Source: an optimization exercise on an open RTL-to-GDS flow (aim: a short achievable clock period and few clock cycles). Production flows keep margins and buffers that such runs may drop. At most, simulation tests tie the RTL to the original design; equivalence was not proved. No functional check of the RTL was part of run 1. No activity file was given, so power comes from the tool's default toggle rates.

$ cat design/flow/config.mk
export PLATFORM = sky130hd
export DESIGN_NAME = mp3_core
export DESIGN_NICKNAME = mp3_core
export VERILOG_FILES = /design/flow/design.v
export SDC_FILE = /design/flow/constraint.sdc
export NUM_CORES = 4
export LEC_CHECK = 0
export CAP_MARGIN = 20
export CORE_MARGIN = 2
export CORE_UTILIZATION = 40
export SLEW_MARGIN = 20
$ cat design/flow/constraint.sdc
create_clock -name core_clock -period 12.0 [get_ports {clk}]
set_input_delay 2.4000 -clock core_clock [delete_from_list [all_inputs] [get_ports {clk}]]
set_output_delay 2.4000 -clock core_clock [all_outputs]
set_load 0.01 [all_outputs]
$ cat design/flow/design.v
module mp3_core
(
    input  logic        clk,
    input  logic        rst,
    output logic [31:0] imem_addr,
    input  logic        imem_resp,
    input  logic [31:0] imem_rdata,
    output logic        dmem_read,
    output logic        dmem_write,
    output logic [3:0]  dmem_wmask,
    output logic [31:0] dmem_addr,
    output logic [31:0] dmem_wdata,
    input  logic        dmem_resp,
    input  logic [31:0] dmem_rdata
);
logic [29:0] pc_f;
logic [31:0] bt_v;
logic [5:0]  bt_tag [32];
logic [29:0] bt_tgt [32];
logic [1:0]  bt_ctr [32];
logic        d_valid, d_miss;
logic [31:0] d_ir;
logic [29:0] d_pc, d_pnpc;
logic        d_hit;
logic [1:0]  d_ctr;
logic        e_valid;
logic [29:0] e_pc1, e_target, e_pnpc;
logic [10:0] e_pcl;
logic [31:0] e_a, e_b, e_sd, e_pass;
logic        e_mt, e_mnt;
logic        e_fam, e_fawa, e_fawl, e_far;
logic        e_fbm, e_fbwa, e_fbwl, e_fbr;
logic        e_fsm, e_fswa, e_fswl, e_fsr;
logic        e_sub;
logic        e_r_add, e_r_sll, e_r_srl, e_r_sra, e_r_xor, e_r_or, e_r_and, e_r_slt, e_r_sltu, e_r_pass;
logic        e_c_eq, e_c_ne, e_c_lt, e_c_ge, e_c_ltu, e_c_geu;
logic        e_br, e_jal, e_jalr, e_smis;
logic        e_we, e_ld, e_rdq, e_st;
logic [4:0]  e_rd;
logic        e_lw, e_lh, e_lhs, e_lbs;
logic [3:0]  e_mask;
logic        e_hit;
logic [1:0]  e_ctr;
logic        m_valid;
logic [29:0] m_tgt, m_pnpc, rp_pc;
logic [10:0] m_pcl;
logic [31:0] m_res, m_sd;
logic        m_we, m_ld, m_rdq, m_wrq;
logic [4:0]  m_rd;
logic        m_lw, m_lh, m_lhs, m_lbs;
logic [3:0]  m_mask;
logic        m_ctrl, m_jal, m_jalr, m_taken, m_mis;
logic        m_hit;
logic [1:0]  m_ctr;
logic        replay_q;
logic        w_we, w_isld;
logic [4:0]  w_rd;
logic [31:0] w_alu, w_ld;
logic [31:0] rf [32];
assign imem_addr = {pc_f, 2'b00};
wire [4:0]  f_idx = pc_f[4:0];
wire        f_hit = bt_v[f_idx] && (bt_tag[f_idx] == pc_f[10:5]);
wire [1:0]  f_ctr = bt_ctr[f_idx];
wire [29:0] f_pc1 = pc_f + 30'd1;
wire [29:0] f_npc = (f_hit && f_ctr[1]) ? bt_tgt[f_idx] : f_pc1;
wire [6:0] d_op  = d_ir[6:0];
wire [4:0] d_rd  = d_ir[11:7];
wire [2:0] d_f3  = d_ir[14:12];
wire [4:0] d_rs1 = d_ir[19:15];
wire [4:0] d_rs2 = d_ir[24:20];
wire       d_b30 = d_ir[30];
wire d_is_lui   = (d_op == 7'b0110111);
wire d_is_auipc = (d_op == 7'b0010111);
wire d_is_jal   = (d_op == 7'b1101111);
wire d_is_jalr  = (d_op == 7'b1100111);
wire d_is_br    = (d_op == 7'b1100011);
wire d_is_ld    = (d_op == 7'b0000011);
wire d_is_st    = (d_op == 7'b0100011);
wire d_is_opi   = (d_op == 7'b0010011);
wire d_is_op    = (d_op == 7'b0110011);
wire d_ld_ok = d_is_ld && (d_f3 == 3'd0 || d_f3 == 3'd1 || d_f3 == 3'd2 || d_f3 == 3'd4 || d_f3 == 3'd5);
wire d_st_ok = d_is_st && (d_f3 == 3'd0 || d_f3 == 3'd1 || d_f3 == 3'd2);
wire d_use1 = d_is_jalr || d_is_br || d_is_ld || d_is_st || d_is_opi || d_is_op;
wire d_use2 = d_is_br || d_is_st || d_is_op;
wire d_wr   = d_is_lui || d_is_auipc || d_is_jal || d_is_jalr || d_ld_ok || d_is_opi || d_is_op;
wire d_we   = d_wr && (d_rd != 5'd0);
wire [31:0] d_i_imm = {{20{d_ir[31]}}, d_ir[31:20]};
wire [31:0] d_s_imm = {{20{d_ir[31]}}, d_ir[31:25], d_ir[11:7]};
wire [31:0] d_b_imm = {{19{d_ir[31]}}, d_ir[31], d_ir[7], d_ir[30:25], d_ir[11:8], 1'b0};
wire [31:0] d_u_imm = {d_ir[31:12], 12'h000};
wire [31:0] d_j_imm = {{11{d_ir[31]}}, d_ir[31], d_ir[19:12], d_ir[20], d_ir[30:21], 1'b0};
wire [31:0] d_t_imm = d_is_jal ? d_j_imm : (d_is_br ? d_b_imm : d_u_imm);
wire [31:0] d_tsum  = {d_pc, 2'b00} + d_t_imm;
wire [29:0] d_pc1   = d_pc + 30'd1;
wire        d_mt    = (d_tsum[31:2] == d_pnpc);
wire        d_mnt   = (d_pc1 == d_pnpc);
wire [31:0] w_wdata = w_isld ? w_ld : w_alu;
wire [31:0] d_rf1 = (d_rs1 == 5'd0) ? 32'd0 : ((w_we && w_rd == d_rs1) ? w_wdata : rf[d_rs1]);
wire [31:0] d_rf2 = (d_rs2 == 5'd0) ? 32'd0 : ((w_we && w_rd == d_rs2) ? w_wdata : rf[d_rs2]);
wire d_a_e = e_we && (e_rd == d_rs1);
wire d_b_e = e_we && (e_rd == d_rs2);
wire d_a_m = m_we && (m_rd == d_rs1);
wire d_b_m = m_we && (m_rd == d_rs2);
wire d_use_imm = d_is_opi || d_is_ld || d_is_st || d_is_jalr;
wire [31:0] d_b_imm_val = d_is_st ? d_s_imm : d_i_imm;
wire d_haz = e_ld && ((d_use1 && d_a_e) || (d_use2 && d_b_e));
wire d_alu_op  = d_is_op || d_is_opi;
wire d_f_add   = d_alu_op && d_f3 == 3'd0;
wire d_f_sub   = d_is_op && d_f3 == 3'd0 && d_b30;
wire d_f_slt   = d_alu_op && d_f3 == 3'd2;
wire d_f_sltu  = d_alu_op && d_f3 == 3'd3;
wire d_r_pass  = d_is_lui || d_is_auipc || d_is_jal || d_is_jalr;
wire [31:0] opA = ({32{e_fam}}  & m_res) | ({32{e_fawa}} & w_alu) | ({32{e_fawl}} & w_ld) |
                  ({32{e_far}} & e_a);
wire [31:0] opB = ({32{e_fbm}}  & m_res) | ({32{e_fbwa}} & w_alu) | ({32{e_fbwl}} & w_ld) |
                  ({32{e_fbr}} & e_b);
wire [31:0] sdv = ({32{e_fsm}}  & m_res) | ({32{e_fswa}} & w_alu) | ({32{e_fswl}} & w_ld) |
                  ({32{e_fsr}} & e_sd);
wire [31:0] opBx = opB ^ {32{e_sub}};
wire [33:0] addw = {opA, 1'b1} + {opBx, e_sub};
wire [31:0] sum  = addw[32:1];
wire        cout = addw[33];
wire        lt_u = !cout;
wire        lt_s = (opA[31] ^ opB[31]) ? opA[31] : sum[31];
wire        eq   = (opA == opB);
wire [31:0] sh_l  = opA << opB[4:0];
wire [31:0] sh_r  = opA >> opB[4:0];
wire [31:0] sh_ra = $signed(opA) >>> opB[4:0];
wire [31:0] e_res = ({32{e_r_add}}  & sum) |
                    ({32{e_r_sll}}  & sh_l) |
                    ({32{e_r_srl}}  & sh_r) |
                    ({32{e_r_sra}}  & sh_ra) |
                    ({32{e_r_xor}}  & (opA ^ opB)) |
                    ({32{e_r_or}}   & (opA | opB)) |
                    ({32{e_r_and}}  & (opA & opB)) |
                    {31'd0, (e_r_slt & lt_s) | (e_r_sltu & lt_u)} |
                    ({32{e_r_pass}} & e_pass);
wire cond = (e_c_eq & eq) | (e_c_ne & !eq) | (e_c_lt & lt_s) | (e_c_ge & !lt_s) |
            (e_c_ltu & lt_u) | (e_c_geu & !lt_u);
wire take_t = e_jal | (e_br & cond);
wire e_mis  = e_smis | (e_br & (cond ? !e_mt : !e_mnt));
wire [29:0] t_e = take_t ? e_target : e_pc1;
wire hold   = (m_rdq | m_wrq) & !dmem_resp;
wire m_act  = m_valid & !replay_q;
wire r_mis  = m_act & (m_mis | (m_jalr & (m_tgt != m_pnpc)));
wire r_m    = replay_q | r_mis;
wire [29:0] t_m = replay_q ? rp_pc : m_tgt;
wire r_d    = d_miss & !r_m;
wire stall_d = d_valid & d_haz;             
wire d_go   = d_valid & !d_haz & !r_m;
wire e_go   = e_valid & !r_m;
always_ff @(posedge clk) begin
    if (rst)
        pc_f <= 30'h18;
    else if (r_m)
        pc_f <= t_m;
    else if (r_d)
        pc_f <= d_pc;
    else if (!stall_d)
        pc_f <= f_npc;
end
always_ff @(posedge clk) begin
    if (rst || r_m || r_d) begin
        d_valid <= 1'b0;
        d_miss  <= 1'b0;
    end else if (!stall_d) begin
        d_valid <= imem_resp;
        d_miss  <= !imem_resp;
    end
    if (!stall_d) begin
        d_ir   <= imem_rdata;
        d_pc   <= pc_f;
        d_pnpc <= f_npc;
        d_hit  <= f_hit;
        d_ctr  <= f_ctr;
    end
end
always_ff @(posedge clk) begin
    if (rst) begin
        e_valid <= 1'b0;
        e_we <= 1'b0; e_ld <= 1'b0; e_rdq <= 1'b0; e_st <= 1'b0;
        e_br <= 1'b0; e_jal <= 1'b0; e_jalr <= 1'b0; e_smis <= 1'b0;
    end else begin
        e_valid <= d_go;
        e_we    <= d_go & d_we;
        e_ld    <= d_go & d_ld_ok & d_we;
        e_rdq   <= d_go & d_ld_ok;
        e_st    <= d_go & d_st_ok;
        e_br    <= d_go & d_is_br;
        e_jal   <= d_go & d_is_jal;
        e_jalr  <= d_go & d_is_jalr;
        e_smis  <= d_go & !d_is_br & !d_is_jalr & (d_is_jal ? !d_mt : !d_mnt);
    end
    e_pc1    <= d_pc1;
    e_pcl    <= d_pc[10:0];
    e_target <= d_tsum[31:2];
    e_pnpc   <= d_pnpc;
    e_mt     <= d_mt;
    e_mnt    <= d_mnt;
    e_a      <= d_rf1;
    e_b      <= d_use_imm ? d_b_imm_val : d_rf2;
    e_sd     <= d_rf2;
    e_pass   <= d_is_lui ? d_u_imm : (d_is_auipc ? d_tsum : {d_pc1, 2'b00});
    e_fam    <= d_use1 & d_a_e;
    e_fawa   <= d_use1 & !d_a_e & d_a_m & !m_ld;
    e_fawl   <= d_use1 & !d_a_e & d_a_m & m_ld;
    e_far    <= !(d_use1 & (d_a_e | d_a_m));
    e_fbm    <= !d_use_imm & d_b_e;
    e_fbwa   <= !d_use_imm & !d_b_e & d_b_m & !m_ld;
    e_fbwl   <= !d_use_imm & !d_b_e & d_b_m & m_ld;
    e_fbr    <= !(!d_use_imm & (d_b_e | d_b_m));
    e_fsm    <= d_b_e;
    e_fswa   <= !d_b_e & d_b_m & !m_ld;
    e_fswl   <= !d_b_e & d_b_m & m_ld;
    e_fsr    <= !(d_b_e | d_b_m);
    e_sub    <= d_f_sub | d_f_slt | d_f_sltu | d_is_br;
    e_r_add  <= d_f_add || d_is_ld || d_is_st;
    e_r_sll  <= d_alu_op && d_f3 == 3'd1;
    e_r_srl  <= d_alu_op && d_f3 == 3'd5 && !d_b30;
    e_r_sra  <= d_alu_op && d_f3 == 3'd5 && d_b30;
    e_r_xor  <= d_alu_op && d_f3 == 3'd4;
    e_r_or   <= d_alu_op && d_f3 == 3'd6;
    e_r_and  <= d_alu_op && d_f3 == 3'd7;
    e_r_slt  <= d_f_slt;
    e_r_sltu <= d_f_sltu;
    e_r_pass <= d_r_pass;
    e_c_eq   <= d_f3 == 3'd0;
    e_c_ne   <= d_f3 == 3'd1;
    e_c_lt   <= d_f3 == 3'd4;
    e_c_ge   <= d_f3 == 3'd5;
    e_c_ltu  <= d_f3 == 3'd6;
    e_c_geu  <= d_f3 == 3'd7;
    e_rd     <= d_rd;
    e_lw     <= d_f3 == 3'd2;
    e_lh     <= d_f3[0];
    e_lhs    <= d_f3 == 3'd1;
    e_lbs    <= d_f3 == 3'd0;
    e_mask   <= (d_f3 == 3'd0) ? 4'b0001 : ((d_f3 == 3'd1) ? 4'b0011 : 4'b1111);
    e_hit    <= d_hit;
    e_ctr    <= d_ctr;
end
always_ff @(posedge clk) begin
    if (rst) begin
        m_valid <= 1'b0;
        m_we <= 1'b0; m_ld <= 1'b0; m_rdq <= 1'b0; m_wrq <= 1'b0;
        m_ctrl <= 1'b0; m_jal <= 1'b0; m_jalr <= 1'b0;
    end else begin
        if (!hold) begin
            m_valid <= e_go;
            m_we    <= e_go & e_we;
            m_ld    <= e_go & e_ld;
            m_rdq   <= e_go & e_rdq;
            m_wrq   <= e_go & e_st;
        end
        m_ctrl  <= e_go & (e_br | e_jal | e_jalr);
        m_jal   <= e_go & e_jal;
        m_jalr  <= e_go & e_jalr;
        m_mis   <= e_go & e_mis;
    end
    if (!hold) begin
        m_res   <= e_res;
        m_sd    <= sdv;
        m_rd    <= e_rd;
        m_lw    <= e_lw;
        m_lh    <= e_lh;
        m_lhs   <= e_lhs;
        m_lbs   <= e_lbs;
        m_mask  <= e_mask;
    end
    m_tgt   <= e_jalr ? sum[31:2] : t_e;
    m_pcl   <= e_pcl;
    m_pnpc  <= e_pnpc;
    m_taken <= take_t | e_jalr;
    m_hit   <= e_hit;
    m_ctr   <= e_ctr;
    if (!replay_q)
        rp_pc <= m_tgt;              
    replay_q <= !rst & hold;
end
assign dmem_read  = m_rdq;
assign dmem_write = m_wrq;
assign dmem_wmask = m_mask;
assign dmem_addr  = m_res;
assign dmem_wdata = m_sd;
wire [31:0] ld_ext;
assign ld_ext[7:0]   = dmem_rdata[7:0];
assign ld_ext[15:8]  = (m_lw | m_lh) ? dmem_rdata[15:8] : {8{m_lbs & dmem_rdata[7]}};
assign ld_ext[31:16] = m_lw ? dmem_rdata[31:16] :
                       {16{(m_lhs & dmem_rdata[15]) | (m_lbs & dmem_rdata[7])}};
always_ff @(posedge clk) begin
    w_we  <= !rst & m_we & !hold;
    w_rd  <= m_rd;
    w_isld <= m_ld;
    w_alu <= m_res;
    w_ld  <= ld_ext;
end
always_ff @(posedge clk) begin
    if (w_we)
        rf[w_rd] <= w_wdata;
end
wire [4:0] u_idx = m_pcl[4:0];
always_ff @(posedge clk) begin
    if (rst) begin
        bt_v <= 32'd0;
    end else if (m_act) begin
        if (m_ctrl) begin
            if (m_taken) begin
                bt_v[u_idx]   <= 1'b1;
                bt_tag[u_idx] <= m_pcl[10:5];
                bt_tgt[u_idx] <= m_tgt;
                bt_ctr[u_idx] <= (m_jal | m_jalr) ? 2'b11 :
                                 (m_hit ? ((m_ctr == 2'b11) ? 2'b11 : m_ctr + 2'b01) : 2'b10);
            end else if (m_hit) begin
                bt_ctr[u_idx] <= (m_ctr == 2'b00) ? 2'b00 : m_ctr - 2'b01;
            end
        end else if (m_hit && m_ctr[1]) begin
            bt_v[u_idx] <= 1'b0;
        end
    end
end
endmodule
$ cat design/flow/flow/run.sh
#!/bin/bash
set -euo pipefail
cd "$(dirname "$0")/.."
bash standard.sh SETUP_SLACK_MARGIN=9.0 finish > standard_flow.log 2>&1
$ cat design/flow/standard.sh
#!/bin/bash
# synth_recipe.tcl (not shown) runs the flow's synth.tcl, then flattens the netlist and writes it again
# the make line also repeats each setting of config.mk as NAME=value (left out here)
make -C /OpenROAD-flow-scripts/flow DESIGN_CONFIG=/design/flow/config.mk WORK_HOME=/design/flow/orfs CLKGATE_MAP_FILE= SYNTH_SCRIPT=/design/flow/synth_recipe.tcl "${@:-finish}"
==> results.toml, run 1 <==
[status]
status = "failed layout checks"
checkFailReasons = "capacitance limit, slew limit"

[global_route]
gr-usage-all-layers_pct = 30.9
layer_with_the_highest_usage = "met2"
grt.overflow.total = 0
first_global_vias = 84926
global_route.usage.met2_pct = 48.4
antenna_found_initial = 31
use_met1_pct = 39.5
wire_length_of_the_first_global_routing_pass_mm = 707
met3_demand_to_capacity_share_in_global_routing_pct = 7.64
largest_net_degree_at_the_start_of_global_routing = 70

[logic_synthesis]
netlist-cell-type-count = 83
seq_area_frac_synth_pct = 63.9
synthDominantCellAreaShare_pct = 55.6
yosysWarningCount = 1
avgSynthCellArea_um2 = 16.8
synth_area_leaders = "sky130_fd_sc_hd__edfxtp_1, sky130_fd_sc_hd__mux4_2, sky130_fd_sc_hd__dfxtp_1, sky130_fd_sc_hd__mux2i_1, sky130_fd_sc_hd__ha_1"
synth_async_sr_flop_share_pct = 0
synth_cells = 7744
ys.flop_type = "sky130_fd_sc_hd__edfxtp_1"
synth-seq-cells = 2950
post-synth-top-area-cell = "sky130_fd_sc_hd__edfxtp_1"
synth_edf_count = 2411
syn_area_um2 = 130000

[timing]
timing.final.max_slew_violations = 5
worst_slew_pin_slew_ns = 1.55
fmaxAchievable_mhz = 226
unrepaired_setup_endpoints_after_global_routing = "true"
setup-violations-final = 0
period_share_pct = 36.9
hold_violations = 0
tightest_slew_margin_relative_to_the_limit_pct = -4.42
period_needed_ns = 4.43
timing.setup.tns_ns = 0
clock_skew_ns = 0.0944

[die]
die_area_um2 = 330000
chipHeight_um = 574
die_width_um = 574
initial_utilization_pct = 40.2
row_count = 209
core_area_um2 = 324000
ios = 170

[clock_tree]
cts-hold-fix-buffers = 0
h_tree_depth = 5
clock_pin_slew_of_the_registers_on_the_worst_case_setup_and_hold_paths_ns = 0.07
cts.root.buffer_cell = "sky130_fd_sc_hd__clkbuf_16"
cts_tree = "done"
ctsLongestPathBuffers = 4
cts_num_sinks = 2950
worst_skew_pair.late_latency_ns = 0.95
total_clock_buffers_created_by_cts = 316

[route]
detailedRoute.firstIterationViolations = 12751
routed_wl_mm = 534
firstDrtPassIters = 6
routed_wire_length_per_instance_um = 38.7
dr_total_vias = 88397
ant_nets = 0
via_per_inst = 6.41
route.detailed.drc = 0

[setup_path]
reg2reg_from = "e_fbwl"
worst_ep_arrival_ns = 4.96
worst-r2r-cell-count = 18
worstSetupStartpoint = "e_fbwl"
worst_r2r_endpoint = "m_res[25]"
regToRegSetupSlack_ns = 7.57
worst-setup-path-type = "reg2reg"
worst_setup_path_end_kind = "register"
required_ns = 12.52
start_kind = "register"
crit_fanout = 6
termination_of_the_worst_setup_path = "m_res[25]"

[run]
drv.max_cap_violation_count = 1

[layout]
post_route_cells_drive_above_1_share_pct = 44.2
synthToLayoutAreaGrowth_pct = 34.7
finish.net_count = 9390
fillerInstances = 24738

[placed_design]
gpl.final_weighted_congestion = 0.951
dp_hpwl_mm = 266
numPortBuffers = 166

[power_and_ir_drop]
cellLeakagePower_uw = 0.0624
report.power.total_uw = 24600
max-vdd-ir-drop_mv = 0.116
power.density_cell_area_nw_per_um2 = 140

[min_path]
worstHoldStart = "e_pnpc[3]"
hold_crit_path_type = "reg2reg"
[timing repair]
action	in CTS	in global routing
gates cloned	274	49
setup endpoints to repair	2047	1966
pin swaps	302	272
gates resized for setup	2187	544
setup buffers	666	268
[power by group]
part	switching [µW]	leakage (µW)	total [µW]	internal [µW]
clock network	4270	0.00496	9800	5530
registers	130	0.0279	11200	11100
logic	1970	0.0295	3520	1560
total	6370	0.0624	24600	18200
[worst min path at each step]
stage	end	slack, ns	depth (start not counted)
after floorplan	m_ctr[0]	0.31	0
after global placement	m_pnpc[12]	0.31	0
after detailed placement	m_pcl[8]	0.31	0
after CTS	m_pnpc[3]	0.29	0
after global routing	m_pnpc[3]	0.30	0
final	m_pnpc[3]	0.27	0
[flip-flops by register name, summed over array words and instances (netlist names), 31 cells and up, named ones only]
name,cells
m_res,32
bt_tag,192
bt_ctr,64
rf,1024
e_pass,31
w_ld,32
e_sd,32
bt_tgt,960
e_a,32
d_ir,32
e_b,32
w_alu,32
m_sd,32
[metrics by stage]
step | setup WS [ns] | cell area (µm²) | instances | util, % | hold slack, ns
6_report | 7.57 | 175000 | 13796 | 54.1 | 0.274
5_1_grt | 7.61 | 175000 | 13776 | 54.1 | 0.296
4_1_cts | 7.63 | 169000 | 13450 | 52.3 | 0.291
3_5_place_dp | 6.23 | 138000 | 11937 | 42.7 | 0.312
3_3_place_gp | 6.34 | 138000 | 11937 | 42.7 | 0.310
2_1_floorplan | 7.76 | 131000 | 7746 | - | 0.310
[cells by family after synthesis]
family	count (synthesis)	share of synthesized area [%]
simple gates	1238	4.33
buf+inv	665	1.97
fa+ha+maj	135	1.30
other cells	2	0.00577
xor+xnor	271	1.93
compound gates	1013	5.25
mux	1470	21.3
flops	2950	63.9
[worst max-delay path, cell delays in order, from the launching register on]
cell and delay, ns:
sky130_fd_sc_hd__dfxtp_4 0.38, sky130_fd_sc_hd__buf_16 0.15, sky130_fd_sc_hd__buf_6 0.12, sky130_fd_sc_hd__a22oi_2 0.17
sky130_fd_sc_hd__nand2_2 0.14, sky130_fd_sc_hd__xor2_2 0.19, sky130_fd_sc_hd__ha_4 0.33, sky130_fd_sc_hd__buf_4 0.11
sky130_fd_sc_hd__buf_6 0.09, sky130_fd_sc_hd__nand2_4 0.07, sky130_fd_sc_hd__nor3_4 0.32, sky130_fd_sc_hd__buf_6 0.15
sky130_fd_sc_hd__a21oi_4 0.06, sky130_fd_sc_hd__o31ai_4 0.34, sky130_fd_sc_hd__o41a_1 0.23, sky130_fd_sc_hd__a21oi_2 0.09
sky130_fd_sc_hd__a21oi_2 0.17, sky130_fd_sc_hd__xnor2_2 0.10, sky130_fd_sc_hd__o211ai_1 0.85
[routing by layer]
layer | vias up | part of all wire, %
li1 | 34324 | -
met2 | 6406 | 46
met4 | 22 | 7.0
met5 | - | 0.027
met1 | 46105 | 35
met3 | 1540 | 12
[layout by cell type, fill, tap and decap left out, types with 38 or more instances in the layout]
cell	Yosys	layout
sky130_fd_sc_hd__clkdlybuf4s50_1	0	65
sky130_fd_sc_hd__o21ai_1	0	40
sky130_fd_sc_hd__buf_4	4	557
sky130_fd_sc_hd__inv_1	151	133
sky130_fd_sc_hd__clkbuf_1	371	61
sky130_fd_sc_hd__edfxtp_1	2411	2411
sky130_fd_sc_hd__dfxtp_1	539	481
sky130_fd_sc_hd__nand3_1	99	81
sky130_fd_sc_hd__a21oi_1	217	117
sky130_fd_sc_hd__xor2_1	136	105
sky130_fd_sc_hd__a211oi_1	86	38
sky130_fd_sc_hd__a22oi_1	208	168
sky130_fd_sc_hd__mux2i_4	0	87
sky130_fd_sc_hd__nor2_1	368	230
sky130_fd_sc_hd__buf_16	0	278
sky130_fd_sc_hd__a21oi_2	0	66
sky130_fd_sc_hd__dfxtp_4	0	42
sky130_fd_sc_hd__buf_12	0	216
sky130_fd_sc_hd__o21ai_0	176	92
sky130_fd_sc_hd__a22oi_2	0	40
sky130_fd_sc_hd__clkinv_1	2	56
sky130_fd_sc_hd__a21o_1	55	53
sky130_fd_sc_hd__nor2_4	0	116
sky130_fd_sc_hd__buf_6	6	316
sky130_fd_sc_hd__xnor2_1	125	77
sky130_fd_sc_hd__nand2_2	0	64
sky130_fd_sc_hd__mux2i_1	337	213
sky130_fd_sc_hd__mux4_2	1030	1030
sky130_fd_sc_hd__clkinv_2	0	51
sky130_fd_sc_hd__ha_1	134	80
sky130_fd_sc_hd__clkbuf_16	0	365
sky130_fd_sc_hd__ha_4	0	43
sky130_fd_sc_hd__mux2_2	103	69
sky130_fd_sc_hd__buf_2	7	44
sky130_fd_sc_hd__buf_8	0	65
sky130_fd_sc_hd__nand2_1	444	331
[cell usage after synthesis, types with 99 or more instances]
library cell / number
sky130_fd_sc_hd__mux2i_1: 337
sky130_fd_sc_hd__nor2_1: 368
sky130_fd_sc_hd__mux4_2: 1030
sky130_fd_sc_hd__a22oi_1: 208
sky130_fd_sc_hd__ha_1: 134
sky130_fd_sc_hd__buf_1: 120
sky130_fd_sc_hd__inv_1: 151
sky130_fd_sc_hd__xnor2_1: 125
sky130_fd_sc_hd__a21oi_1: 217
sky130_fd_sc_hd__nand2_1: 444
sky130_fd_sc_hd__xor2_1: 136
sky130_fd_sc_hd__o21ai_0: 176
sky130_fd_sc_hd__edfxtp_1: 2411
sky130_fd_sc_hd__clkbuf_1: 371
sky130_fd_sc_hd__dfxtp_1: 539
sky130_fd_sc_hd__nand3_1: 99
sky130_fd_sc_hd__mux2_2: 103
[area by class of cell]
cell class,instances,area (µm²),share of cell area [%]
diodes,29,72.6,0.0414
clock inverters,169,1600,0.912
inverters,157,689,0.393
flip-flops and latches,2950,83400,47.5
repair inverters,10,50.0,0.0285
multi-input cells,4140,52100,29.7
well taps,4325,5410,3.09
clock buffers,404,8600,4.90
repair buffers,1612,23500,13.4
==> inputs of run 2 (changes only) <==
--- a/design/flow/design.v
+++ b/design/flow/design.v
@@ -29,7 +29,7 @@
 logic [31:0] e_a, e_b, e_sd, e_pass;
 logic        e_mt, e_mnt;
-logic        e_fam, e_fawa, e_fawl, e_far;
-logic        e_fbm, e_fbwa, e_fbwl, e_fbr;
-logic        e_fsm, e_fswa, e_fswl, e_fsr;
+logic        e_fam, e_fawa, e_fawl;
+logic        e_fbm, e_fbwa, e_fbwl;
+logic        e_fsm, e_fswa, e_fswl;
 logic        e_sub;
 logic        e_r_add, e_r_sll, e_r_srl, e_r_sra, e_r_xor, e_r_or, e_r_and, e_r_slt, e_r_sltu, e_r_pass;
@@ -43,5 +43,5 @@
 logic [1:0]  e_ctr;
 logic        m_valid;
-logic [29:0] m_tgt, m_pnpc, rp_pc;
+logic [29:0] m_pc1, m_pnpc;
 logic [10:0] m_pcl;
 logic [31:0] m_res, m_sd;
@@ -50,5 +50,5 @@
 logic        m_lw, m_lh, m_lhs, m_lbs;
 logic [3:0]  m_mask;
-logic        m_ctrl, m_jal, m_jalr, m_taken, m_mis;
+logic        m_ctrl, m_jal, m_jalr, m_taken;
 logic        m_hit;
 logic [1:0]  m_ctr;
@@ -112,9 +112,9 @@
 wire d_r_pass  = d_is_lui || d_is_auipc || d_is_jal || d_is_jalr;
 wire [31:0] opA = ({32{e_fam}}  & m_res) | ({32{e_fawa}} & w_alu) | ({32{e_fawl}} & w_ld) |
-                  ({32{e_far}} & e_a);
+                  ({32{!(e_fam | e_fawa | e_fawl)}} & e_a);
 wire [31:0] opB = ({32{e_fbm}}  & m_res) | ({32{e_fbwa}} & w_alu) | ({32{e_fbwl}} & w_ld) |
-                  ({32{e_fbr}} & e_b);
+                  ({32{!(e_fbm | e_fbwa | e_fbwl)}} & e_b);
 wire [31:0] sdv = ({32{e_fsm}}  & m_res) | ({32{e_fswa}} & w_alu) | ({32{e_fswl}} & w_ld) |
-                  ({32{e_fsr}} & e_sd);
+                  ({32{!(e_fsm | e_fswa | e_fswl)}} & e_sd);
 wire [31:0] opBx = opB ^ {32{e_sub}};
 wire [33:0] addw = {opA, 1'b1} + {opBx, e_sub};
@@ -142,11 +142,11 @@
 wire [29:0] t_e = take_t ? e_target : e_pc1;
 wire hold   = (m_rdq | m_wrq) & !dmem_resp;
-wire m_act  = m_valid & !replay_q;
-wire r_mis  = m_act & (m_mis | (m_jalr & (m_tgt != m_pnpc)));
-wire r_m    = replay_q | r_mis;
-wire [29:0] t_m = replay_q ? rp_pc : m_tgt;
-wire r_d    = d_miss & !r_m;
-wire stall_d = d_valid & d_haz;             
-wire d_go   = d_valid & !d_haz & !r_m;
+wire r_jalr = m_valid & m_jalr & (m_sd[31:2] != m_pnpc);
+wire r_m    = replay_q | r_jalr;
+wire [29:0] t_m = replay_q ? m_pc1 : m_sd[31:2];
+wire r_e    = e_valid & !r_m & e_mis;
+wire r_d    = d_miss & !r_m & !r_e;
+wire stall_d = d_valid & d_haz & !r_m & !r_e;
+wire d_go   = d_valid & !stall_d & !r_m & !r_e;
 wire e_go   = e_valid & !r_m;
 always_ff @(posedge clk) begin
@@ -155,4 +155,6 @@
     else if (r_m)
         pc_f <= t_m;
+    else if (r_e)
+        pc_f <= t_e;
     else if (r_d)
         pc_f <= d_pc;
@@ -161,5 +163,5 @@
 end
 always_ff @(posedge clk) begin
-    if (rst || r_m || r_d) begin
+    if (rst || r_m || r_e || r_d) begin
         d_valid <= 1'b0;
         d_miss  <= 1'b0;
@@ -205,13 +207,10 @@
     e_fawa   <= d_use1 & !d_a_e & d_a_m & !m_ld;
     e_fawl   <= d_use1 & !d_a_e & d_a_m & m_ld;
-    e_far    <= !(d_use1 & (d_a_e | d_a_m));
     e_fbm    <= !d_use_imm & d_b_e;
     e_fbwa   <= !d_use_imm & !d_b_e & d_b_m & !m_ld;
     e_fbwl   <= !d_use_imm & !d_b_e & d_b_m & m_ld;
-    e_fbr    <= !(!d_use_imm & (d_b_e | d_b_m));
     e_fsm    <= d_b_e;
     e_fswa   <= !d_b_e & d_b_m & !m_ld;
     e_fswl   <= !d_b_e & d_b_m & m_ld;
-    e_fsr    <= !(d_b_e | d_b_m);
     e_sub    <= d_f_sub | d_f_slt | d_f_sltu | d_is_br;
     e_r_add  <= d_f_add || d_is_ld || d_is_st;
@@ -245,20 +244,20 @@
         m_we <= 1'b0; m_ld <= 1'b0; m_rdq <= 1'b0; m_wrq <= 1'b0;
         m_ctrl <= 1'b0; m_jal <= 1'b0; m_jalr <= 1'b0;
-    end else begin
-        if (!hold) begin
-            m_valid <= e_go;
-            m_we    <= e_go & e_we;
-            m_ld    <= e_go & e_ld;
-            m_rdq   <= e_go & e_rdq;
-            m_wrq   <= e_go & e_st;
-        end
+    end else if (!hold) begin
+        m_valid <= e_go;
+        m_we    <= e_go & e_we;
+        m_ld    <= e_go & e_ld;
+        m_rdq   <= e_go & e_rdq;
+        m_wrq   <= e_go & e_st;
         m_ctrl  <= e_go & (e_br | e_jal | e_jalr);
         m_jal   <= e_go & e_jal;
         m_jalr  <= e_go & e_jalr;
-        m_mis   <= e_go & e_mis;
     end
     if (!hold) begin
+        m_pc1   <= e_pc1;
+        m_pcl   <= e_pcl;
+        m_pnpc  <= e_pnpc;
         m_res   <= e_res;
-        m_sd    <= sdv;
+        m_sd    <= e_jalr ? sum : ((e_br | e_jal) ? {e_target, 2'b00} : sdv);
         m_rd    <= e_rd;
         m_lw    <= e_lw;
@@ -267,13 +266,8 @@
         m_lbs   <= e_lbs;
         m_mask  <= e_mask;
+        m_taken <= take_t | e_jalr;
+        m_hit   <= e_hit;
+        m_ctr   <= e_ctr;
     end
-    m_tgt   <= e_jalr ? sum[31:2] : t_e;
-    m_pcl   <= e_pcl;
-    m_pnpc  <= e_pnpc;
-    m_taken <= take_t | e_jalr;
-    m_hit   <= e_hit;
-    m_ctr   <= e_ctr;
-    if (!replay_q)
-        rp_pc <= m_tgt;              
     replay_q <= !rst & hold;
 end
@@ -303,10 +297,10 @@
     if (rst) begin
         bt_v <= 32'd0;
-    end else if (m_act) begin
+    end else if (m_valid) begin
         if (m_ctrl) begin
             if (m_taken) begin
                 bt_v[u_idx]   <= 1'b1;
                 bt_tag[u_idx] <= m_pcl[10:5];
-                bt_tgt[u_idx] <= m_tgt;
+                bt_tgt[u_idx] <= m_sd[31:2];
                 bt_ctr[u_idx] <= (m_jal | m_jalr) ? 2'b11 :
                                  (m_hit ? ((m_ctr == 2'b11) ? 2'b11 : m_ctr + 2'b01) : 2'b10);
==> design/flow/run.sh (new file) <==
#!/bin/bash
# synth_recipe.tcl (not shown) runs the flow's synth.tcl, then flattens the netlist and writes it again
# the make line also repeats each setting of config.mk as NAME=value (left out here)
make -C /OpenROAD-flow-scripts/flow DESIGN_CONFIG=/design/flow/config.mk WORK_HOME=/design/flow/orfs CLKGATE_MAP_FILE= SYNTH_SCRIPT=/design/flow/synth_recipe.tcl finish
removed: design/flow/flow/run.sh
removed: design/flow/standard.sh
==> run 2 against run 1 <==
Effect of this change: the run now finishes clean; sequential share of layout area grew 8.7 points; first-iteration DRC count shrank 11%; setup slack lost 3.8 ns; clock-buffer cell count is 8 higher; synthesized cell count grew 2.1%; clock power barely moved; worst hold slack improved by 0.094 ns; combinational power down 28%; synthesized area is 0.18% higher; via count decreased by 10%; cell area is 15% lower; critical path type unchanged.
==> results.toml, run 2 <==
[status]
status = "timing/DRC/antenna clean"

[run]
drv.max_cap_violation_count = 0

[placed_design]
post-place-cells = 12079
gpl.final_weighted_congestion = 0.973
dp_hpwl_mm = 282
numPortBuffers = 166

[setup_path]
critPathTopFamily = "buffers and inverters"
path_cells = "buf_4 > nor3_4 > buf_4 > nand2_1 > nand2_1 > buf_4 > inv_1 > buf_4 > xnor2_1 > ha_1 > a21oi_1 > nor2b_1 > a2111o_1 > a21oi_1 > a2111oi_2 > o41a_1 > a311oi_1 > mux2_2 > and2_1 > buf_4 > nand2_4 > buf_4 > mux2_2"
required_ns = 12.74
worst-setup-path-type = "reg2reg"
worst_ep_arrival_ns = 8.98
max_stage_delay_ns = 0.65
crit_fanout = 51
critPathMostFrequentCell = "sky130_fd_sc_hd__buf_4"
timing.critical_path.slowest_stage_cell = "sky130_fd_sc_hd__buf_4"
worstPathBufferInverterCount = 7
start_kind = "register"
worst_setup_path_end_kind = "register"

[power_and_ir_drop]
max-vdd-ir-drop_mv = 0.110
power.density_cell_area_nw_per_um2 = 160
cellLeakagePower_uw = 0.0497

[layout]
reg.largest.list = "rf: 1024 flops, bt_tgt: 960 flops, bt_tag: 192 flops"
synthToLayoutAreaGrowth_pct = 13.7
most_common_cell_after_layout_fill_and_taps_aside = "sky130_fd_sc_hd__edfxtp_1"
registers.top_by_ff_count = "rf"
fillerInstances = 27777
post_route_cells_drive_above_1_share_pct = 22.2
final_core_occ_pct = 45.7
fin_cells = 12686
layout_common_cells = "sky130_fd_sc_hd__edfxtp_1, sky130_fd_sc_hd__mux4_2, sky130_fd_sc_hd__nand2_1, sky130_fd_sc_hd__dfxtp_1, sky130_fd_sc_hd__clkbuf_16"
largest_register_ff_count = 1024
finish.net_count = 8280

[clock_tree]
cts.root.buffer_cell = "sky130_fd_sc_hd__clkbuf_16"
ctsLongestPathBuffers = 4
clock_pin_slew_of_the_registers_on_the_worst_case_setup_and_hold_paths_ns = 0.06
cts_post_setup_buffers_inserted = 0
worst_skew_pair.late_latency_ns = 0.94
cts-hold-fix-buffers = 0
total_clock_buffers_created_by_cts = 320
cts_resized = 0
h_tree_depth = 5
cts_num_sinks = 2916
cts_tree = "done"

[route]
ant_nets = 0
firstDrtPassIters = 11
detailedRoute.firstIterationViolations = 11405
dr_total_vias = 79430
route.detailed.drc = 0
routed_wl_mm = 447
routed_wire_length_per_instance_um = 35.2
via_per_inst = 6.26

[timing]
timing.hold.ws_ns = 0.368
unrepaired_setup_endpoints_after_global_routing = "false"
hold_violations = 0
timing.final.max_slew_violations = 0
setup-violations-final = 0
clock_skew_ns = 0.0995
timing.setup.tns_ns = 0
period_share_pct = 68.7
worst_slew_pin_slew_ns = 1.25
fmaxAchievable_mhz = 121
period_needed_ns = 8.24
tightest_slew_margin_relative_to_the_limit_pct = 16.4

[logic_synthesis]
seq_area_frac_synth_pct = 63.8
synth-seq-cells = 2916
yosysWarningCount = 1
synth_edf_count = 2485
synthDominantCellAreaShare_pct = 57.2
synth.cells.most_frequent = "sky130_fd_sc_hd__edfxtp_1, sky130_fd_sc_hd__mux4_2, sky130_fd_sc_hd__nand2_1"
synth_cells = 7903
ys.flop_type = "sky130_fd_sc_hd__edfxtp_1"
avgSynthCellArea_um2 = 16.5
post-synth-top-area-cell = "sky130_fd_sc_hd__edfxtp_1"
synth_async_sr_flop_share_pct = 0
syn_area_um2 = 130000
netlist-cell-type-count = 95
synth_area_leaders = "sky130_fd_sc_hd__edfxtp_1, sky130_fd_sc_hd__mux4_2, sky130_fd_sc_hd__dfxtp_1, sky130_fd_sc_hd__mux2i_1, sky130_fd_sc_hd__nand2_1"
dominant_cell_by_count_in_the_synthesized_netlist = "sky130_fd_sc_hd__edfxtp_1"

[global_route]
first_global_vias = 77455
antenna_found_initial = 30
wire_length_of_the_first_global_routing_pass_mm = 615
largest_net_degree_at_the_start_of_global_routing = 124
grt.overflow.total = 0
gr-usage-all-layers_pct = 26.4

[die]
die_width_um = 575
row_count = 209
die_area_um2 = 331000
ios = 170
chipHeight_um = 575
initial_utilization_pct = 40.2
core_area_um2 = 324000

[min_path]
hold_crit_path_type = "reg2reg"
-- run 2: cell types whose count changed after synthesis, moves of 72 or more --
cell,before,now
sky130_fd_sc_hd__mux2i_1,337,236
sky130_fd_sc_hd__dfxtp_1,539,431
sky130_fd_sc_hd__a211oi_1,86,168
sky130_fd_sc_hd__a22oi_1,208,55
sky130_fd_sc_hd__nand2_1,444,516
sky130_fd_sc_hd__edfxtp_1,2411,2485
sky130_fd_sc_hd__a222oi_1,0,111
-- run 2: final timing paths --
kind	from	end	slack, ns	cells after the start
min reg2reg	d_ctr[0]	e_ctr[0]	0.37	0
max	e_fbm	register	3.76	23
min	d_ctr[0]	e_ctr[0]	0.37	0
max reg2reg	e_fbm	register	3.76	23
-- run 2: cell families after synthesis --
logic type | after synthesis | share of synthesized area [%]
multiplexers | 1273 | 19.4
buffers and inverters | 710 | 2.16
AO/OA/AOI/OAI | 1184 | 6.40
adder cells (fa/ha/maj) | 135 | 1.30
flip-flops | 2916 | 63.8
other | 2 | 0.00576
XOR/XNOR | 268 | 1.85
AND/OR/NAND/NOR | 1415 | 5.01
-- run 2: layout make-up --
cell class | count | area [µm²] | area share [%]
inverter | 174 | 658 | 0.444
sequential | 2916 | 83300 | 56.2
multi-input combinational | 4279 | 45000 | 30.3
antenna | 15 | 37.5 | 0.0253
clock buffer | 412 | 8710 | 5.88
tap | 4325 | 5410 | 3.65
clock inverter | 179 | 1680 | 1.13
timing repair buffer | 386 | 3470 | 2.34
-- run 2: power by group --
group          switching (µW)  leakage (µW)  total [µW]  internal, µW
Sequential                157        0.0269       11300         11100
Combinational            1610        0.0177        2540           931
Clock                    4130       0.00508        9820          5690
-- run 2: per-stage QoR --
stage	total power [µW]	cell area [µm²]	setup WS [ns]
final	23700	148000	3.76
after global routing	24300	148000	3.51
after CTS	23700	148000	3.87
after detailed placement	14000	138000	3.90
after global placement	14000	138000	3.94
after floorplan	13000	130000	4.46
-- run 2: per-layer routing --
layer | global-route usage, % | part of all wire [%]
met1 | 35.9 | 40
met2 | 42.7 | 48
met3 | 4.81 | 8.6
met4 | 9.27 | 4.1
met5 | 0 | 0.013
Testbench counts of run 2, summed over its fixed seeds: cycles 78,026.
==> inputs of run 3 (changes only) <==
--- a/design/flow/design.v
+++ b/design/flow/design.v
@@ -15,8 +15,11 @@
 );
 logic [29:0] pc_f;
-logic [31:0] bt_v;
-logic [5:0]  bt_tag [32];
-logic [29:0] bt_tgt [32];
-logic [1:0]  bt_ctr [32];
+logic [31:0] f_oh;           
+localparam int IB = 5;            
+localparam int NB = 1 << IB;
+logic [NB-1:0] bt_v;
+logic [10-IB:0] bt_tag [NB];
+logic [29:0]   bt_tgt [NB];
+logic [1:0]    bt_ctr [NB];
 logic        d_valid, d_miss;
 logic [31:0] d_ir;
@@ -29,7 +32,7 @@
 logic [31:0] e_a, e_b, e_sd, e_pass;
 logic        e_mt, e_mnt;
-logic        e_fam, e_fawa, e_fawl;
-logic        e_fbm, e_fbwa, e_fbwl;
-logic        e_fsm, e_fswa, e_fswl;
+logic        e_fam, e_fawa, e_fawl, e_far;
+logic        e_fbm, e_fbwa, e_fbwl, e_fbr;
+logic        e_fsm, e_fswa, e_fswl, e_fsr;
 logic        e_sub;
 logic        e_r_add, e_r_sll, e_r_srl, e_r_sra, e_r_xor, e_r_or, e_r_and, e_r_slt, e_r_sltu, e_r_pass;
@@ -43,12 +46,12 @@
 logic [1:0]  e_ctr;
 logic        m_valid;
-logic [29:0] m_pc1, m_pnpc;
+logic [29:0] m_tt, m_pc1, m_pnpc, rp_pc;
 logic [10:0] m_pcl;
-logic [31:0] m_res, m_sd;
+logic [31:0] m_res, m_addr, m_sd;      
 logic        m_we, m_ld, m_rdq, m_wrq;
 logic [4:0]  m_rd;
 logic        m_lw, m_lh, m_lhs, m_lbs;
 logic [3:0]  m_mask;
-logic        m_ctrl, m_jal, m_jalr, m_taken;
+logic        m_ctrl, m_jal, m_jalr, m_taken, m_mis;
 logic        m_hit;
 logic [1:0]  m_ctr;
@@ -59,9 +62,20 @@
 logic [31:0] rf [32];
 assign imem_addr = {pc_f, 2'b00};
-wire [4:0]  f_idx = pc_f[4:0];
-wire        f_hit = bt_v[f_idx] && (bt_tag[f_idx] == pc_f[10:5]);
-wire [1:0]  f_ctr = bt_ctr[f_idx];
+logic          f_v;
+logic [10-IB:0] f_tag;
+logic [29:0]   f_tgt;
+logic [1:0]    f_ctr;
+always_comb begin
+    f_v = 1'b0; f_tag = '0; f_tgt = '0; f_ctr = '0;
+    for (int i = 0; i < NB; i++) begin
+        f_v   = f_v   | (f_oh[i] & bt_v[i]);
+        f_tag = f_tag | ({(11-IB){f_oh[i]}} & bt_tag[i]);
+        f_tgt = f_tgt | ({30{f_oh[i]}} & bt_tgt[i]);
+        f_ctr = f_ctr | ({2{f_oh[i]}} & bt_ctr[i]);
+    end
+end
+wire        f_hit = f_v && (f_tag == pc_f[10:IB]);
 wire [29:0] f_pc1 = pc_f + 30'd1;
-wire [29:0] f_npc = (f_hit && f_ctr[1]) ? bt_tgt[f_idx] : f_pc1;
+wire [29:0] f_npc = (f_hit && f_ctr[1]) ? f_tgt : f_pc1;
 wire [6:0] d_op  = d_ir[6:0];
 wire [4:0] d_rd  = d_ir[11:7];
@@ -93,6 +107,12 @@
 wire [31:0] d_tsum  = {d_pc, 2'b00} + d_t_imm;
 wire [29:0] d_pc1   = d_pc + 30'd1;
-wire        d_mt    = (d_tsum[31:2] == d_pnpc);
-wire        d_mnt   = (d_pc1 == d_pnpc);
+wire [29:0] mt_x = d_pc;
+wire [29:0] mt_y = d_t_imm[31:2];    
+wire [29:0] mt_c = mt_x ^ mt_y ^ d_pnpc;
+wire [29:0] mt_o = (mt_x & mt_y) | (mt_c & (mt_x | mt_y));
+wire        d_mt  = !mt_c[0] && (mt_o[28:0] == mt_c[29:1]);
+wire [29:0] mn_c = d_pc ^ d_pnpc ^ 30'd1;
+wire [29:0] mn_o = (d_pc & 30'd1) | (mn_c & (d_pc | 30'd1));
+wire        d_mnt = !mn_c[0] && (mn_o[28:0] == mn_c[29:1]);
 wire [31:0] w_wdata = w_isld ? w_ld : w_alu;
 wire [31:0] d_rf1 = (d_rs1 == 5'd0) ? 32'd0 : ((w_we && w_rd == d_rs1) ? w_wdata : rf[d_rs1]);
@@ -112,9 +132,9 @@
 wire d_r_pass  = d_is_lui || d_is_auipc || d_is_jal || d_is_jalr;
 wire [31:0] opA = ({32{e_fam}}  & m_res) | ({32{e_fawa}} & w_alu) | ({32{e_fawl}} & w_ld) |
-                  ({32{!(e_fam | e_fawa | e_fawl)}} & e_a);
+                  ({32{e_far}} & e_a);
 wire [31:0] opB = ({32{e_fbm}}  & m_res) | ({32{e_fbwa}} & w_alu) | ({32{e_fbwl}} & w_ld) |
-                  ({32{!(e_fbm | e_fbwa | e_fbwl)}} & e_b);
+                  ({32{e_fbr}} & e_b);
 wire [31:0] sdv = ({32{e_fsm}}  & m_res) | ({32{e_fswa}} & w_alu) | ({32{e_fswl}} & w_ld) |
-                  ({32{!(e_fsm | e_fswa | e_fswl)}} & e_sd);
+                  ({32{e_fsr}} & e_sd);
 wire [31:0] opBx = opB ^ {32{e_sub}};
 wire [33:0] addw = {opA, 1'b1} + {opBx, e_sub};
@@ -140,28 +160,36 @@
 wire take_t = e_jal | (e_br & cond);
 wire e_mis  = e_smis | (e_br & (cond ? !e_mt : !e_mnt));
-wire [29:0] t_e = take_t ? e_target : e_pc1;
 wire hold   = (m_rdq | m_wrq) & !dmem_resp;
-wire r_jalr = m_valid & m_jalr & (m_sd[31:2] != m_pnpc);
-wire r_m    = replay_q | r_jalr;
-wire [29:0] t_m = replay_q ? m_pc1 : m_sd[31:2];
-wire r_e    = e_valid & !r_m & e_mis;
-wire r_d    = d_miss & !r_m & !r_e;
-wire stall_d = d_valid & d_haz & !r_m & !r_e;
-wire d_go   = d_valid & !stall_d & !r_m & !r_e;
+wire m_act  = m_valid & !replay_q;
+wire r_mis  = m_act & (m_mis | (m_jalr & (m_tt != m_pnpc)));
+wire r_m    = replay_q | r_mis;
+wire [29:0] t_m = replay_q ? rp_pc : (m_taken ? m_tt : m_pc1);
+wire r_d    = d_miss & !r_m;
+wire stall_d = d_valid & d_haz;             
+wire d_go   = d_valid & !d_haz & !r_m;
 wire e_go   = e_valid & !r_m;
-always_ff @(posedge clk) begin
-    if (rst)
-        pc_f <= 30'h18;
-    else if (r_m)
-        pc_f <= t_m;
-    else if (r_e)
-        pc_f <= t_e;
+logic [29:0] pc_alt;
+always_comb begin
+    if (r_m)
+        pc_alt = t_m;
     else if (r_d)
-        pc_f <= d_pc;
+        pc_alt = d_pc;
     else if (!stall_d)
-        pc_f <= f_npc;
+        pc_alt = f_pc1;
+    else
+        pc_alt = pc_f;
 end
+wire f_take = !r_m & !r_d & !stall_d & f_hit & f_ctr[1];
 always_ff @(posedge clk) begin
-    if (rst || r_m || r_e || r_d) begin
+    if (rst) begin
+        pc_f <= 30'h18;
+        f_oh <= 32'd1 << 5'h18;
+    end else begin
+        pc_f <= f_take ? f_tgt : pc_alt;
+        f_oh <= f_take ? (32'd1 << f_tgt[IB-1:0]) : (32'd1 << pc_alt[IB-1:0]);
+    end
+end
+always_ff @(posedge clk) begin
+    if (rst || r_m || r_d) begin
         d_valid <= 1'b0;
         d_miss  <= 1'b0;
@@ -207,10 +235,13 @@
     e_fawa   <= d_use1 & !d_a_e & d_a_m & !m_ld;
     e_fawl   <= d_use1 & !d_a_e & d_a_m & m_ld;
+    e_far    <= !(d_use1 & (d_a_e | d_a_m));
     e_fbm    <= !d_use_imm & d_b_e;
     e_fbwa   <= !d_use_imm & !d_b_e & d_b_m & !m_ld;
     e_fbwl   <= !d_use_imm & !d_b_e & d_b_m & m_ld;
+    e_fbr    <= !(!d_use_imm & (d_b_e | d_b_m));
     e_fsm    <= d_b_e;
     e_fswa   <= !d_b_e & d_b_m & !m_ld;
     e_fswl   <= !d_b_e & d_b_m & m_ld;
+    e_fsr    <= !(d_b_e | d_b_m);
     e_sub    <= d_f_sub | d_f_slt | d_f_sltu | d_is_br;
     e_r_add  <= d_f_add || d_is_ld || d_is_st;
@@ -244,20 +275,20 @@
         m_we <= 1'b0; m_ld <= 1'b0; m_rdq <= 1'b0; m_wrq <= 1'b0;
         m_ctrl <= 1'b0; m_jal <= 1'b0; m_jalr <= 1'b0;
-    end else if (!hold) begin
-        m_valid <= e_go;
-        m_we    <= e_go & e_we;
-        m_ld    <= e_go & e_ld;
-        m_rdq   <= e_go & e_rdq;
-        m_wrq   <= e_go & e_st;
+    end else begin
+        if (!hold) begin
+            m_valid <= e_go;
+            m_we    <= e_go & e_we;
+            m_ld    <= e_go & e_ld;
+            m_rdq   <= e_go & e_rdq;
+            m_wrq   <= e_go & e_st;
+        end
         m_ctrl  <= e_go & (e_br | e_jal | e_jalr);
         m_jal   <= e_go & e_jal;
         m_jalr  <= e_go & e_jalr;
+        m_mis   <= e_go & e_mis;
     end
     if (!hold) begin
-        m_pc1   <= e_pc1;
-        m_pcl   <= e_pcl;
-        m_pnpc  <= e_pnpc;
-        m_res   <= e_res;
-        m_sd    <= e_jalr ? sum : ((e_br | e_jal) ? {e_target, 2'b00} : sdv);
+        m_addr  <= e_res;
+        m_sd    <= sdv;
         m_rd    <= e_rd;
         m_lw    <= e_lw;
@@ -266,8 +297,15 @@
         m_lbs   <= e_lbs;
         m_mask  <= e_mask;
-        m_taken <= take_t | e_jalr;
-        m_hit   <= e_hit;
-        m_ctr   <= e_ctr;
     end
+    m_res   <= e_res;
+    m_tt    <= e_jalr ? sum[31:2] : e_target;
+    m_pc1   <= e_pc1;
+    m_pcl   <= e_pcl;
+    m_pnpc  <= e_pnpc;
+    m_taken <= take_t | e_jalr;
+    m_hit   <= e_hit;
+    m_ctr   <= e_ctr;
+    if (!replay_q)
+        rp_pc <= m_pc1;
     replay_q <= !rst & hold;
 end
@@ -275,5 +313,5 @@
 assign dmem_write = m_wrq;
 assign dmem_wmask = m_mask;
-assign dmem_addr  = m_res;
+assign dmem_addr  = m_addr;
 assign dmem_wdata = m_sd;
 wire [31:0] ld_ext;
@@ -293,21 +331,22 @@
         rf[w_rd] <= w_wdata;
 end
-wire [4:0] u_idx = m_pcl[4:0];
+wire [IB-1:0] u_idx = m_pcl[IB-1:0];
 always_ff @(posedge clk) begin
-    if (rst) begin
-        bt_v <= 32'd0;
-    end else if (m_valid) begin
-        if (m_ctrl) begin
-            if (m_taken) begin
-                bt_v[u_idx]   <= 1'b1;
-                bt_tag[u_idx] <= m_pcl[10:5];
-                bt_tgt[u_idx] <= m_sd[31:2];
-                bt_ctr[u_idx] <= (m_jal | m_jalr) ? 2'b11 :
-                                 (m_hit ? ((m_ctr == 2'b11) ? 2'b11 : m_ctr + 2'b01) : 2'b10);
-            end else if (m_hit) begin
-                bt_ctr[u_idx] <= (m_ctr == 2'b00) ? 2'b00 : m_ctr - 2'b01;
-            end
-        end else if (m_hit && m_ctr[1]) begin
-            bt_v[u_idx] <= 1'b0;
+    if (rst)
+        bt_v <= '0;
+    else if (m_act && m_ctrl && m_taken)
+        bt_v[u_idx] <= 1'b1;
+    else if (m_act && !m_ctrl && m_hit && m_ctr[1])
+        bt_v[u_idx] <= 1'b0;
+end
+always_ff @(posedge clk) begin
+    if (m_act && m_ctrl) begin
+        if (m_taken) begin
+            bt_tag[u_idx] <= m_pcl[10:IB];
+            bt_tgt[u_idx] <= m_tt;
+            bt_ctr[u_idx] <= (m_jal | m_jalr) ? 2'b11 :
+                             (m_hit ? ((m_ctr == 2'b11) ? 2'b11 : m_ctr + 2'b01) : 2'b10);
+        end else if (m_hit) begin
+            bt_ctr[u_idx] <= (m_ctr == 2'b00) ? 2'b00 : m_ctr - 2'b01;
         end
     end
==> design/flow/flow/run.sh (new file) <==
#!/bin/bash
set -euo pipefail
cd "$(dirname "$0")/.."
bash standard.sh SETUP_SLACK_MARGIN=9.0 finish > standard_flow.log 2>&1
==> design/flow/standard.sh (new file) <==
#!/bin/bash
# synth_recipe.tcl (not shown) runs the flow's synth.tcl, then flattens the netlist and writes it again
# the make line also repeats each setting of config.mk as NAME=value (left out here)
make -C /OpenROAD-flow-scripts/flow DESIGN_CONFIG=/design/flow/config.mk WORK_HOME=/design/flow/orfs CLKGATE_MAP_FILE= SYNTH_SCRIPT=/design/flow/synth_recipe.tcl "${@:-finish}"
removed: design/flow/run.sh
==> run 3 against run 2 <==
Effect of this change: via count rose by 14%; critical path depth shrank 22; global-route usage increased by 4.3 points; first-iteration DRC count grew 26%; sequential cell count increased by 123; worst hold slack got worse by 0.047 ns; final cell count increased by 10%; clock power about the same; synthesized area fell by 0.13%; clock skew is 0.041 ns lower; synthesized cell count up 7.8%.
==> results.toml, run 3 <==
[global_route]
global_route.usage.met2_pct = 47.6
wire_length_of_the_first_global_routing_pass_mm = 709
grt.overflow.total = 0
gr-usage-all-layers_pct = 30.7
largest_net_degree_at_the_start_of_global_routing = 67
antenna_found_initial = 28
use_met1_pct = 39.4
met3_demand_to_capacity_share_in_global_routing_pct = 6.98
layer_with_the_highest_usage = "met2"
first_global_vias = 87341

[power_and_ir_drop]
pwr-share-seq_pct = 47.1
share_clk_of_total_power_pct = 40.7
max-vdd-ir-drop_mv = 0.114
cellLeakagePower_uw = 0.0557
internal_portion_of_total_power_uw = 18400
power.density_cell_area_nw_per_um2 = 152
p_sw_uw = 6220
p_sw_share_pct = 25.2
share_comb_of_total_power_pct = 12.2

[min_path]
hold_crit_path_type = "reg2reg"

[logic_synthesis]
synth_edf_count = 2441
synth_simple_gate_area_share_pct = 5.54
syn_area_um2 = 130000
synthDominantCellAreaShare_pct = 56.3
synth_area_leaders = "sky130_fd_sc_hd__edfxtp_1, sky130_fd_sc_hd__mux4_2, sky130_fd_sc_hd__dfxtp_1, sky130_fd_sc_hd__a22oi_1, sky130_fd_sc_hd__mux2i_1"
synthXorXnorAreaFrac_pct = 1.85
synthMuxAreaShare_pct = 13.2
post-synth-top-area-cell = "sky130_fd_sc_hd__edfxtp_1"
yosys.area_share.adder_pct = 2.31
synth-seq-cells = 3039
synth_cells = 8520
synth_compound_gate_area_share_pct = 9.43
ys.flop_type = "sky130_fd_sc_hd__edfxtp_1"
seq_area_frac_synth_pct = 65.5
avgSynthCellArea_um2 = 15.3
dominant_cell_by_count_in_the_synthesized_netlist = "sky130_fd_sc_hd__edfxtp_1"
synth_async_sr_flop_share_pct = 0
synth.cells.most_frequent = "sky130_fd_sc_hd__edfxtp_1, sky130_fd_sc_hd__a22oi_1, sky130_fd_sc_hd__dfxtp_1"
yosysWarningCount = 1
netlist-cell-type-count = 88
combinational_family_with_the_most_area_after_synthesis = "multiplexers"

[setup_path]
worstSetupStartpoint = "m_addr[9]"
regToRegSetupSlack_ns = 7.94
critPathTopFamily = "flip-flops"
path_cells = "buf_2"
worst-r2r-cell-count = 17
worst_setup_path_end_kind = "output pin"
reg2reg_from = "d_ir[4]"
termination_of_the_worst_setup_path = "dmem_addr[9]"
worstPathBufferInverterCount = 1
max_stage_delay_ns = 0.57
worst_r2r_endpoint = "e_pass[29]"
worst-setup-path-type = "reg2out"
start_kind = "register"
timing.critical_path.slowest_stage_cell = "sky130_fd_sc_hd__edfxtp_1"
required_ns = 9.60
worst_ep_arrival_ns = 1.69
path_depth = 1
crit_fanout = 1

[die]
initial_utilization_pct = 40.2
die_width_um = 575
die_area_um2 = 330000
core_area_um2 = 324000
ios = 170
chipHeight_um = 575
row_count = 209

[timing]
period_needed_ns = 4.09
period_share_pct = 34.1
clock_skew_ns = 0.0585
timing.setup.tns_ns = 0
timing.final.max_slew_violations = 0
fmaxAchievable_mhz = 244
timing.hold.ws_ns = 0.321
unrepaired_setup_endpoints_after_global_routing = "true"
tightest_slew_margin_relative_to_the_limit_pct = 24.8
setup-violations-final = 0
worst_slew_pin_slew_ns = 1.13
hold_violations = 0

[status]
status = "timing/DRC/antenna clean"

[clock_tree]
worst_skew_pair.late_latency_ns = 0.95
cts_num_sinks = 3039
cts.root.buffer_cell = "sky130_fd_sc_hd__clkbuf_16"
clock_pin_slew_of_the_registers_on_the_worst_case_setup_and_hold_paths_ns = 0.06
ctsLongestPathBuffers = 4
h_tree_depth = 5
cts-hold-fix-buffers = 0
total_clock_buffers_created_by_cts = 324
cts_tree = "done"

[route]
ant_nets = 0
routed_wl_mm = 527
detailedRoute.firstIterationViolations = 14318
dr_total_vias = 90489
via_per_inst = 6.48
firstDrtPassIters = 8
routed_wire_length_per_instance_um = 37.8
route.detailed.drc = 0

[layout]
finish.net_count = 9637
final_core_occ_pct = 49.9
synthToLayoutAreaGrowth_pct = 24.2
layout_common_cells = "sky130_fd_sc_hd__edfxtp_1, sky130_fd_sc_hd__a22oi_1, sky130_fd_sc_hd__mux4_2, sky130_fd_sc_hd__buf_4, sky130_fd_sc_hd__dfxtp_1"
most_common_cell_after_layout_fill_and_taps_aside = "sky130_fd_sc_hd__edfxtp_1"
post_route_cells_drive_above_1_share_pct = 31.3
reg.largest.list = "rf: 1024 flops, bt_tgt: 960 flops, bt_tag: 192 flops"
fin_cells = 13957
largest_register_ff_count = 1024
registers.top_by_ff_count = "rf"
fillerInstances = 26605
combined_area_of_the_multi_input_logic_cells_um2 = 47600
seq_area_um2 = 85600

[placed_design]
post-place-cells = 12720
numPortBuffers = 166
dp_hpwl_mm = 292
gpl.final_weighted_congestion = 0.979

[run]
drv.max_cap_violation_count = 0
==> run 3: how the worst min path moves through the flow <==
stage | start | endpoint | slack [ns] | depth (start not counted)
floorplan | e_ctr[0] | m_ctr[0] | 0.31 | 0
CTS | e_pnpc[18] | m_pnpc[18] | 0.32 | 0
global route | e_pc1[10] | m_pc1[10] | 0.33 | 0
global placement | e_pnpc[5] | m_pnpc[5] | 0.31 | 0
finish | e_pnpc[18] | m_pnpc[18] | 0.32 | 0
detailed placement | e_pnpc[18] | m_pnpc[18] | 0.31 | 0
==> run 3: cell type report <==
cell class                      instances  area share, %
Antenna cell                           17         0.0263
Multi-Input combinational cell       4742           29.4
Clock buffer                          444           5.59
Timing Repair Buffer                 1027           7.27
Clock inverter                        150          0.888
Sequential cell                      3039           52.9
Inverter                              209          0.544
Timing Repair inverter                  4         0.0302
Tap cell                             4325           3.35
==> run 3: per-layer routing <==
layer / vias to the layer above / wire length [µm]
met5: - / 46
met4: 8 / 40500
met3: 1498 / 61900
met2: 6780 / 237000
met1: 46540 / 188000
li1: 35663 / -
==> run 3: cell families (layout without fill, tap and decap cells) <==
| kind of cell | count (synthesis) | count (layout) |
|---|---|---|
| XOR/XNOR | 275 | 275 |
| buffers and inverters | 743 | 1834 |
| multiplexers | 998 | 998 |
| AND/OR/NAND/NOR | 1533 | 1535 |
| adder cells (fa/ha/maj) | 222 | 222 |
| AO/OA/AOI/OAI | 1708 | 1708 |
| flip-flops | 3039 | 3039 |
| other | 2 | 21 |
==> run 3: power groups by stage <==
| stage | clock network [µW] | logic (µW) | registers, µW |
|---|---|---|---|
| floorplan | 0 | 1270 | 11800 |
| global placement | 0 | 2050 | 11900 |
| detailed placement | 0 | 2060 | 11900 |
| CTS | 10100 | 2700 | 11600 |
| global route | 10500 | 3090 | 11600 |
| finish | 10000 | 3000 | 11600 |
==> run 3: per-stage QoR <==
step / cell area, µm² / setup slack, ns / total power (µW)
after CTS: 159000 / 7.90 / 24400
after detailed placement: 138000 / 6.29 / 13900
after global routing: 162000 / 7.85 / 25200
after floorplan: 131000 / 7.97 / 13100
after global placement: 138000 / 6.39 / 13900
final: 162000 / 7.91 / 24700
==> run 3: timing repair <==
item	CTS	global route
buffers inserted	403	150
gates cloned	61	10
setup endpoints to repair	1808	805
pin swaps	268	187
resized for setup	1566	359
Testbench counts of run 3, summed over its fixed seeds: cycles 81,070.

## separate check: timing with driven ports
No port has a modelled driver above. Below, the same layouts with a new extraction and two added sets of constraints. Step 1 sets driving cells, clkbuf_16 on the clock port and buf_2 on the other inputs (assumed; they add their load-dependent delay and slew). Step 2 also shifts input and output timing later by t, the mid clock arrival at the registers, as if the neighbouring blocks saw the same clock. Slacks: no drivers / after step 1 / after step 2; pairs: no drivers / after step 1.
run | t, ns | setup slack, ns | clock arrival spread, ns | worst slew at a driven data input, ns
run 1 | 1.002 | 7.569 / 7.569 / 7.164 | 0.101 / 0.101 | 0.34
run 2 | 0.988 | 3.760 / 3.760 / 3.760 | 0.108 / 0.108 | 0.29
run 3 | 1.032 | 7.905 / 7.797 / 7.936 | 0.060 / 0.060 | 0.26
The setup slack of run 1, which loses most, moves by 0.000 ns with the drivers and by -0.405 ns with both steps.
